Context: an optimization exercise on an open-source flow, tuned for small area, a short achievable clock period and few clock cycles. The choices shown serve that exercise and are no tape-out recipe.
In this exercise RTL edits were held to simulation tests only and were not proved equivalent to the original.
Power figures rest on the tool's default switching activity, not on a simulated workload.

==> flow/design.v (outline; a module is shown in full before it is edited, if it fits) <==
// module MyDesign: 1126 lines
module MyDesign (
  input   wire dut_run,
  output  reg  dut_busy,
  input   wire reset_b,
  input   wire clk,
  output wire        input_sram_write_enable,
  output wire [11:0] input_sram_write_addresss,
  output wire [15:0] input_sram_write_data,
  output reg  [11:0] input_sram_read_address,
  input  wire [15:0] input_sram_read_data,
  output reg         output_sram_write_enable,
  output reg  [11:0] output_sram_write_addresss,
  output reg  [15:0] output_sram_write_data,
  output wire [11:0] output_sram_read_address,
  input  wire [15:0] output_sram_read_data,
  output reg         scratchpad_sram_write_enable,
  output wire [11:0] scratchpad_sram_write_addresss,
  output wire [15:0] scratchpad_sram_write_data,
  output wire [11:0] scratchpad_sram_read_address,
  input  wire [15:0] scratchpad_sram_read_data,
  output wire        weights_sram_write_enable,
  output wire [11:0] weights_sram_write_addresss,
  output wire [15:0] weights_sram_write_data,
  output wire [11:0] weights_sram_read_address,
  input  wire [15:0] weights_sram_read_data
);
  // ...
==> flow/flow/run.sh <==
#!/bin/bash
# Standard layout, with one netlist pass between synthesis and floorplan:
# flow/polarity.py removes inverters between full adders (a full adder is
# self-dual, so it can take its inputs in the other polarity). Registers and
# all other logic stay as the standard synthesis made them. Every port still
# gets a buffer, of a faster cell (buf_2) than the one buffer_ports picks.
set -uo pipefail
W=$PWD
R=$W/orfs/results/$FLOW_PLATFORM/MyDesign/base
LIB=$FLOW_HOME/platforms/$FLOW_PLATFORM/lib/sky130_fd_sc_hd__tt_025C_1v80.lib

bash standard.sh synth > $W/synth.log 2>&1 || { echo "synthesis failed"; exit 1; }

cp $R/1_2_yosys.v $W/1_2_yosys.standard.v
if python3 flow/polarity.py $W/1_2_yosys.standard.v $W/1_2_yosys.polarity.v "$LIB" > $W/polarity.log 2>&1; then
  # the synthesis netlist is now newer than 1_synth.odb: make rebuilds it
  cp $W/1_2_yosys.polarity.v $R/1_2_yosys.v
  echo "polarity pass applied"
else
  echo "polarity pass failed, keeping the standard netlist"
fi

bash standard.sh "BUFFER_PORTS_ARGS=-buffer_cell sky130_fd_sc_hd__buf_2" finish > $W/finish.log 2>&1 || { echo "layout failed"; exit 1; }
==> flow/flow/polarity.py <==
#!/usr/bin/env python3
"""Removes inverters between full adders in a mapped sky130 netlist.

A full adder is self-dual: FA(~a, ~b, ~c) = (~cout, ~sum). Each full adder may
therefore be flipped (its inputs taken in the other polarity, its outputs then
carrying the complements), and each xor2/xnor2 gate may be swapped for the
other. This picks flips that need fewest inverters, then rewires the netlist:
every inverter is replaced by at most one inverter per signal that some pin
needs in the other polarity. Registers, ports and all other cells are kept.

usage: polarity.py IN.v OUT.v LIBERTY
"""
import re, sys, random, collections

src, dst, lib = sys.argv[1], sys.argv[2], sys.argv[3]

# pin directions from the liberty file
outpins = collections.defaultdict(set)
cell = None
pin = None
for line in open(lib):
    m = re.match(r'\s*cell\s*\(\s*"?([\w]+)"?\s*\)', line)
    if m:
        cell = m.group(1); continue
    m = re.match(r'\s*pin\s*\(\s*"?([\w]+)"?\s*\)', line)
    if m:
        pin = m.group(1); continue
    m = re.match(r'\s*direction\s*:\s*"?(\w+)"?', line)
    if m and cell and pin:
        if m.group(1) == 'output':
            outpins[cell].add(pin)

text = open(src).read()
mod_start = text.index('module ')
body_start = text.index(');', mod_start) + 2
end = text.rindex('endmodule')
header = text[:body_start]
body = text[body_start:end]

inst_re = re.compile(r'((?:\s*\(\*[^*]*\*\))*)\s*(sky130_fd_sc_hd__\w+)\s+(\S+)\s*\((.*?)\);', re.S)
pin_re = re.compile(r'\.(\w+)\(\s*([^()]*?)\s*\)')

decls = []
cells = []
pos = 0
for m in inst_re.finditer(body):
    decls.append(body[pos:m.start()])
    pos = m.end()
    attrs, typ, name, pins = m.group(1), m.group(2), m.group(3), m.group(4)
    cells.append({'attrs': attrs, 'type': typ, 'name': name,
                  'pins': [(p, n) for p, n in pin_re.findall(pins)]})
decls.append(body[pos:])
decl_text = ''.join(decls)
assert 'assign' not in decl_text, 'assign statements not handled'

ports = set()
for m in re.finditer(r'^\s*(input|output)\s+(?:\[(\d+):(\d+)\]\s+)?(\S+);', header + decl_text, re.M):
    d, hi, lo, nm = m.groups()
    if hi is None:
        ports.add(nm)
    else:
        for i in range(int(lo), int(hi) + 1):
            ports.add('%s[%d]' % (nm, i))

def is_inv(c):
    return re.match(r'sky130_fd_sc_hd__(clk)?inv_\d+$', c['type']) is not None
def is_fa(c):
    return c['type'].startswith('sky130_fd_sc_hd__fa_')
def is_x(c):
    return re.match(r'sky130_fd_sc_hd__x(n)?or2_\d+$', c['type']) is not None

driver = {}
for c in cells:
    for p, n in c['pins']:
        if p in outpins[c['type']]:
            driver[n] = (c, p)

def lit(n):
    par = 0
    while n in driver and is_inv(driver[n][0]) and n not in ports:
        c = driver[n][0]
        n = dict(c['pins'])['A']
        par ^= 1
    # a port driven by an inverter stays as it is: treat the port as a base
    return n, par

# flippable drivers: full adders and xor/xnor gates, unless they drive a port
flip = {}
for c in cells:
    if is_fa(c) or is_x(c):
        outs = [n for p, n in c['pins'] if p in outpins[c['type']]]
        flip[c['name']] = 0 if not any(n in ports for n in outs) else None

def avail(base):
    d = driver.get(base)
    if d is None:
        return 0
    f = flip.get(d[0]['name'])
    return f if f else 0

# requirements: (cell, pin) -> (base, parity required before flips)
req = []
xin = []   # inputs of xor/xnor gates: any polarity will do (the gate type absorbs it)
for c in cells:
    if is_inv(c):
        continue
    for p, n in c['pins']:
        if is_x(c) and p not in outpins[c['type']]:
            if not (re.match(r"\d+'", n) or n == ''):
                b, par = lit(n)
                xin.append((c, p, b, par))
            continue
        if p in outpins[c['type']]:
            continue
        if re.match(r"\d+'", n) or n == '':
            continue
        b, par = lit(n)
        req.append((c, p, b, par))
# inverters that drive ports are kept: their input is a requirement
keep_inv = [c for c in cells if is_inv(c) and dict(c['pins'])['Y'] in ports]
for c in keep_inv:
    b, par = lit(dict(c['pins'])['A'])
    req.append((c, 'A', b, par))

def need(c, par):
    if is_fa(c) and flip.get(c['name']):
        return par ^ 1
    return par

def cost():
    s = set()
    for c, p, b, par in req:
        q = need(c, par)
        if q != avail(b):
            s.add(b)
    return len(s)

# local search over FA flips and xor swaps
by_cell = collections.defaultdict(list)
by_base = collections.defaultdict(list)
for r in req:
    by_cell[r[0]['name']].append(r)
    by_base[r[2]].append(r)
outs_of = {c['name']: [n for p, n in c['pins'] if p in outpins[c['type']]] for c in cells}

def local(name):
    # requirements touched by flipping `name`: its own inputs (FA) and users of its outputs
    bases = set()
    for r in by_cell[name]:
        bases.add(r[2])
    for n in outs_of[name]:
        bases.add(n)
    tot = 0
    for b in bases:
        a = avail(b)
        if any(need(c, par) != a for c, p, bb, par in by_base[b]):
            tot += 1
    return tot

cands = [n for n, f in flip.items() if f is not None]
before = cost()
random.seed(1)
def descend():
    for it in range(50):
        changed = 0
        random.shuffle(cands)
        for n in cands:
            c0 = local(n)
            flip[n] ^= 1
            c1 = local(n)
            if c1 < c0 or (c1 == c0 and random.random() < 0.3):
                changed += c1 < c0
            else:
                flip[n] ^= 1
        if not changed:
            break
descend()
best = cost(); best_flip = dict(flip)
for rnd in range(30):
    # perturb: flip a few random adders and descend again
    for n in random.sample(cands, max(1, len(cands) // 20)):
        flip[n] ^= 1
    descend()
    c = cost()
    if c < best:
        best = c; best_flip = dict(flip)
    else:
        flip.clear(); flip.update(best_flip)
after = cost()
ninv = sum(1 for c in cells if is_inv(c))
sys.stderr.write('inverters: %d before, %d needed after (%d kept on ports); flips %d\n'
                 % (ninv, after, len(keep_inv), sum(1 for f in flip.values() if f)))

# rewrite
newinv = {}
extra = []
def net_for(b, q):
    if q == avail(b):
        return b
    if b not in newinv:
        k = len(newinv)
        y = 'polinv_%d_y' % k
        newinv[b] = y
        extra.append((k, b, y))
    return newinv[b]

out_cells = []
pinmap = {}
xin_by_cell = collections.defaultdict(list)
for r in xin:
    xin_by_cell[r[0]['name']].append(r)
for c in cells:
    if is_inv(c) and c not in keep_inv:
        continue
    if is_x(c):
        dev = flip.get(c['name']) or 0
        for cc, p, b, par in xin_by_cell.get(c['name'], []):
            dev ^= avail(b) ^ par
            pinmap[(c['name'], p)] = b
        t = c['type']
        if dev:
            if '__xor2_' in t:
                c['type'] = t.replace('__xor2_', '__xnor2_')
                c['rename'] = {'X': 'Y'}
            else:
                c['type'] = t.replace('__xnor2_', '__xor2_')
                c['rename'] = {'Y': 'X'}
    out_cells.append(c)
for c, p, b, par in req:
    pinmap[(c['name'], p)] = net_for(b, need(c, par))

lines = [header, decl_text.rstrip('\n') + '\n']
for k, b, y in extra:
    lines.append('  wire %s;\n' % y)
for c in out_cells:
    ps = []
    for p, n in c['pins']:
        n2 = pinmap.get((c['name'], p), n)
        ps.append('    .%s(%s%s)' % (c.get('rename', {}).get(p, p), n2, ' ' if n2.startswith('\\') else ''))
    lines.append('%s\n  %s %s (\n%s\n  );\n' % (c['attrs'], c['type'], c['name'], ',\n'.join(ps)))
for k, b, y in extra:
    lines.append('  sky130_fd_sc_hd__inv_1 polinv_%d (\n    .A(%s%s),\n    .Y(%s)\n  );\n' % (k, b, ' ' if b.startswith('\\') else '', y))
lines.append('endmodule\n')
open(dst, 'w').write(''.join(lines))
if len(sys.argv) > 4:
    st = collections.Counter()
    for c, p, b, par in req:
        if need(c, par) != avail(b):
            d = driver.get(b)
            dt = d[0]['type'].split('__')[1] + '.' + d[1] if d else 'port'
            st[(dt, c['type'].split('__')[1], 'flippable' if flip.get(d[0]['name'] if d else '') is not None else 'fixed')] += 1
    for k, v in st.most_common(25):
        sys.stderr.write('%s %d\n' % (k, v))
==> flow/standard.sh <==
#!/bin/bash
# synth_recipe.tcl (not shown) runs the flow's synth.tcl, then flattens the netlist and writes it again
# the make line also repeats each setting of config.mk as NAME=value (left out here)
make -C /OpenROAD-flow-scripts/flow DESIGN_CONFIG=/design/flow/config.mk WORK_HOME=/design/flow/orfs CLKGATE_MAP_FILE= SYNTH_SCRIPT=/design/flow/synth_recipe.tcl "${@:-finish}"
==> flow/config.mk <==
export PLATFORM = sky130hd
export DESIGN_NAME = MyDesign
export DESIGN_NICKNAME = MyDesign
export VERILOG_FILES = /design/flow/design.v
export SDC_FILE = /design/flow/constraint.sdc
export NUM_CORES = 4
export LEC_CHECK = 0
export ABC_AREA = 1
export CAP_MARGIN = 50
export CORE_MARGIN = 2
export CORE_UTILIZATION = 60
export CTS_BUF_LIST = sky130_fd_sc_hd__clkbuf_16
export CTS_CLUSTER_DIAMETER = 100
export CTS_CLUSTER_SIZE = 24
export SLEW_MARGIN = 70
==> flow/constraint.sdc <==
create_clock -name core_clock -period 10.0 [get_ports {clk}]
set_input_delay 2.0000 -clock core_clock [delete_from_list [all_inputs] [get_ports {clk}]]
set_output_delay 2.0000 -clock core_clock [all_outputs]
set_load 0.01 [all_outputs]
==> results.json, run 1 <==
{
  "crit_cells": 1,
  "irDropWorstVdd_v": 0.000603,
  "multi_input_area_share_pct": 55.8,
  "power.leakage_uw": 0.0224,
  "clockBufferDepth": 3,
  "hold_depth": 0,
  "critPathMaxStageDelay_ps": 420,
  "worst_slack_ps": 6780,
  "slew_viol_final": 0,
  "final_nets": 5581,
  "highest_layer": "met5",
  "run_status": "no timing/DRC/antenna violations",
  "hold_class": "register to register",
  "multiInputGateArea_mm2": 0.0285,
  "htree_num_levels": 2,
  "yosys_warnings": 1,
  "use_met1_pct": 51.6,
  "power_frac_comb_pct": 61.8,
  "maxSlewHeadroom_pct": 65.4,
  "num_vias": 34765,
  "hold_viol": 0,
  "ant_nets": 0,
  "globalRouteOverflowTotal": 0,
  "hold_end": "ue_c0[1]",
  "dr_wl_met2_mm": 58.1,
  "report.final.setup_viol": 0,
  "clkCellAreaFrac_pct": 2.58,
  "crit_start": "ri1[2]",
  "switching_power_uw": 7860,
  "track_usage_pct": 36.2,
  "endpoint_kind": "output pin",
  "register_area_mm2": 0.0157
}
Testbench counts, summed over its fixed seeds: cycles 34,066.
==> run 2: changes to the inputs <==
--- a/flow/design.v
+++ b/flow/design.v
@@ -143,28 +143,30 @@
   reg [15:0] kw;            
   reg [5:0] kacc;
   assign weights_sram_read_address = {9'd0, waddr};
   function [9:0] gneg;      
     input [7:0] k;
     gneg = {3'd0, k[7] & ~(k[6] & k[5]), 1'b0, k[5] & ~(k[4] & k[3]), 1'b0,
             k[3] & ~(k[2] & k[1]), 1'b0, k[1]};
   endfunction
+  reg [2:0] waddrn;
+  wire [2:0] wa_cur = ~waddrn;
+  wire [2:0] wa_nx = (mode == M_IDLE) ? 3'd0 : (wa_cur != 3'd4) ? wa_cur + 3'd1 : wa_cur;
   always @(posedge clk) begin
     if (~reset_b) begin
       waddr <= 3'd0;
+      waddrn <= 3'd7;
       kld <= 6'd0;
       kacc <= 6'd0;
     end else begin
       kld <= {kld[4:0], start};
       kacc <= kld;
-      if (mode == M_IDLE)
-        waddr <= 3'd0;
-      else if (waddr != 3'd4)
-        waddr <= waddr + 3'd1;
+      waddr <= wa_nx;
+      waddrn <= ~wa_nx;
     end
   end
   reg [3:0] onn0, onn1, onn2, onn3, onn4, onn5, onn6, onn7, onn8;
   reg [3:0] twn0, twn1, twn2, twn3, twn4, twn5, twn6, twn7, twn8;
   reg [3:0] ngn0, ngn1, ngn2, ngn3, ngn4, ngn5, ngn6, ngn7, ngn8;
   function [3:0] bone;
     input [7:0] k;
     bone = {k[6] ^ k[5], k[4] ^ k[3], k[2] ^ k[1], k[0]};
==> flow/config.mk (replaced) <==
export PLATFORM = sky130hd
export DESIGN_NAME = MyDesign
export DESIGN_NICKNAME = MyDesign
export VERILOG_FILES = /design/flow/design.v
export SDC_FILE = /design/flow/constraint.sdc
export NUM_CORES = 4
export LEC_CHECK = 0
export ABC_AREA = 1
export CAP_MARGIN = 50
export CORE_MARGIN = 2
export CORE_UTILIZATION = 60
export CTS_BUF_LIST = sky130_fd_sc_hd__clkbuf_16
export CTS_CLUSTER_DIAMETER = 80
export CTS_CLUSTER_SIZE = 16
export SLEW_MARGIN = 70
==> run 2 against run 1 <==
Against the previous run: sequential cell count grew 3; global-route usage grew 0.056 points; clock power grew 14%; design area grew 0.93%; non-clock buffer count shrank 1; combinational power is essentially flat; highest routed layer unchanged; final cell count grew 0.90%.
==> results.json, run 2 <==
{
  "fin_tns_setup_ps": 0,
  "multiInputGateArea_mm2": 0.0286,
  "power_uw": 17700,
  "r2r-start": "onn0[2]",
  "wirelength_mm": 148,
  "cp.arrival_ps": 1230,
  "cts_buffers": 55,
  "grt_max_degree": 48,
  "ant_nets": 0,
  "start_util_pct": 60.7,
  "skew_ps": 68.3,
  "critical_path.top_delay_family": "flip-flops",
  "final.fill_count": 6504,
  "clk_latency_ps": 680,
  "crit_buf_inv": 1,
  "drc": 0,
  "hold_class": "register to register",
  "slew_viol_final": 0,
  "cp.required_ps": 8000,
  "cts_root_buf": "clkbuf_16",
  "grt_pass1_vias": 34639,
  "track_usage_pct": 36.2,
  "drv_cap": 0,
  "reg.largest.list": "ue_c0 (18), ue_c1 (18), uo_c0 (18)",
  "first_iter_violations": 5078,
  "syn_inst": 4772,
  "yosys_warnings": 1,
  "io_pins": 232,
  "die_h_um": 287,
  "regToRegSetupSlack_ps": 6780,
  "num_vias": 35203,
  "power_density_mw_per_mm2": 343,
  "critPathKind": "register to output pin",
  "endpoint_kind": "output pin",
  "syn_area_mm2": 0.0480,
  "rows": 103,
  "layout-drive-gt1-share_pct": 11.8,
  "register_area_mm2": 0.0158,
  "hold_viol": 0,
  "io_buffers": 120,
  "cp_cell_sequence": "buf_2",
  "wl_per_cell_um": 25.1,
  "grt_setup_unrepaired": "false",
  "report.final.setup_viol": 0,
  "fp.dieArea_mm2": 0.0822,
  "first_pass_iters": 10,
  "antenna_found_initial": 3,
  "clockBufferDepth": 3,
  "post-dp-hpwl_mm": 115,
  "power.leakage_uw": 0.0229,
  "final_nets": 5624,
  "routed_via_density": 5.95,
  "critPathMaxStageDelay_ps": 420,
  "period_minus_slack_ps": 3230,
  "min-delay-start": "ue_r2_2",
  "die_w_um": 287,
  "irDropWorstVdd_v": 0.000519,
  "place.gp.congestion": 0.967,
  "htree_num_levels": 2,
  "layout_common_cells": "fa_1, xor2_1, inv_1, dfxtp_1, o22ai_1",
  "grt_pass1_wl_mm": 219,
  "run_status": "no timing/DRC/antenna violations",
  "final_common_cell": "fa_1",
  "crit_start": "ri1[2]",
  "syn_to_final_growth_pct": 7.36,
  "fmax_ghz": 0.309,
  "critPathSlowestCell": "dfxtp_1",
  "synth.avg_cell_area_um2": 10.1,
  "fin_crit_sh_pct": 32.3,
  "post_cts_buffers": 0,
  "ctsResizeCount": 0,
  "tritoncts": "built",
  "cp-start-kind": "register",
  "worstPathMaxFanout": 3,
  "core_region_area_mm2": 0.0790,
  "cts.sinks": 715,
  "clk_pin_slew_worst_paths_ps": 70,
  "globalRouteOverflowTotal": 0,
  "cts_hold_buf": 0
}
[run 2: layer usage]
layer	vias to the layer above	wire length, um	GRT usage, %
met5	-	55	0.581
met4	4	8170	15.6
met3	393	21400	13.5
met2	2695	58500	49.4
met1	16829	60100	51.5
li1	15282	-	-
[run 2: metrics by stage]
stage,hold WS [ps],instances,utilization (%),instance area [um2],setup WS [ps]
after floorplan,310,4866,-,48300,6830
after global placement,312,5607,61.2,48400,5290
after detailed placement,312,5813,62.9,49700,6410
after CTS,329,5899,65.0,51300,6700
after global routing,334,5912,65.2,51500,6720
final,328,5914,65.2,51500,6770
[run 2: final cells by class]
type / instances / area share, %
antenna: 9 / 0.0437
tap: 1050 / 2.55
clock inverter: 29 / 0.471
inverter: 531 / 3.87
multi-input combinational: 3143 / 55.5
timing repair buffer: 380 / 4.20
clock buffer: 57 / 2.77
sequential: 715 / 30.6
[run 2: final timing paths]
path                                         to  cells past startpoint
setup / recovery  scratchpad_sram_write_data[2]                      1
hold / removal                         ue_c1[2]                      0
setup reg to reg                        uo_r8_9                      8
hold reg to reg                        ue_c1[2]                      0
[run 2: power breakdown]
part           internal [uW]  switching [uW]
clock network           1070            1060
registers               4000             700
logic                   4540            6310
total                   9610            8070
Testbench counts of run 2, summed over its fixed seeds: cycles 34,066.

[what the ideal ports hide]
The flow's constraints put no driver on any port. The routed layouts listed below were extracted and timed again, unchanged, in two steps.
Step 1, drivers: a clkbuf_16 drives clk and a buf_2 each remaining input, both assumed.
Step 2 moves the port delays by t, midway between the first and last clock arrival at a register: inputs arrive t later, outputs are due t later. That takes back most of the time a late clock gives input paths.
Three values: ideal, step 1, step 2; two values: the first two.
| run | t, ns | slack for setup (ns) | cell pins on the clock port's net |
|---|---|---|---|
| run 1 | 0.688 | 6.781 / 6.712 / 6.472 | 1 |
| run 2 | 0.720 | 6.768 / 6.693 / 6.400 | 1 |
After both steps every run listed still meets setup and hold. For run 2, which loses most, drivers alone change the setup slack by -0.075 ns; drivers and shift together by -0.368 ns.
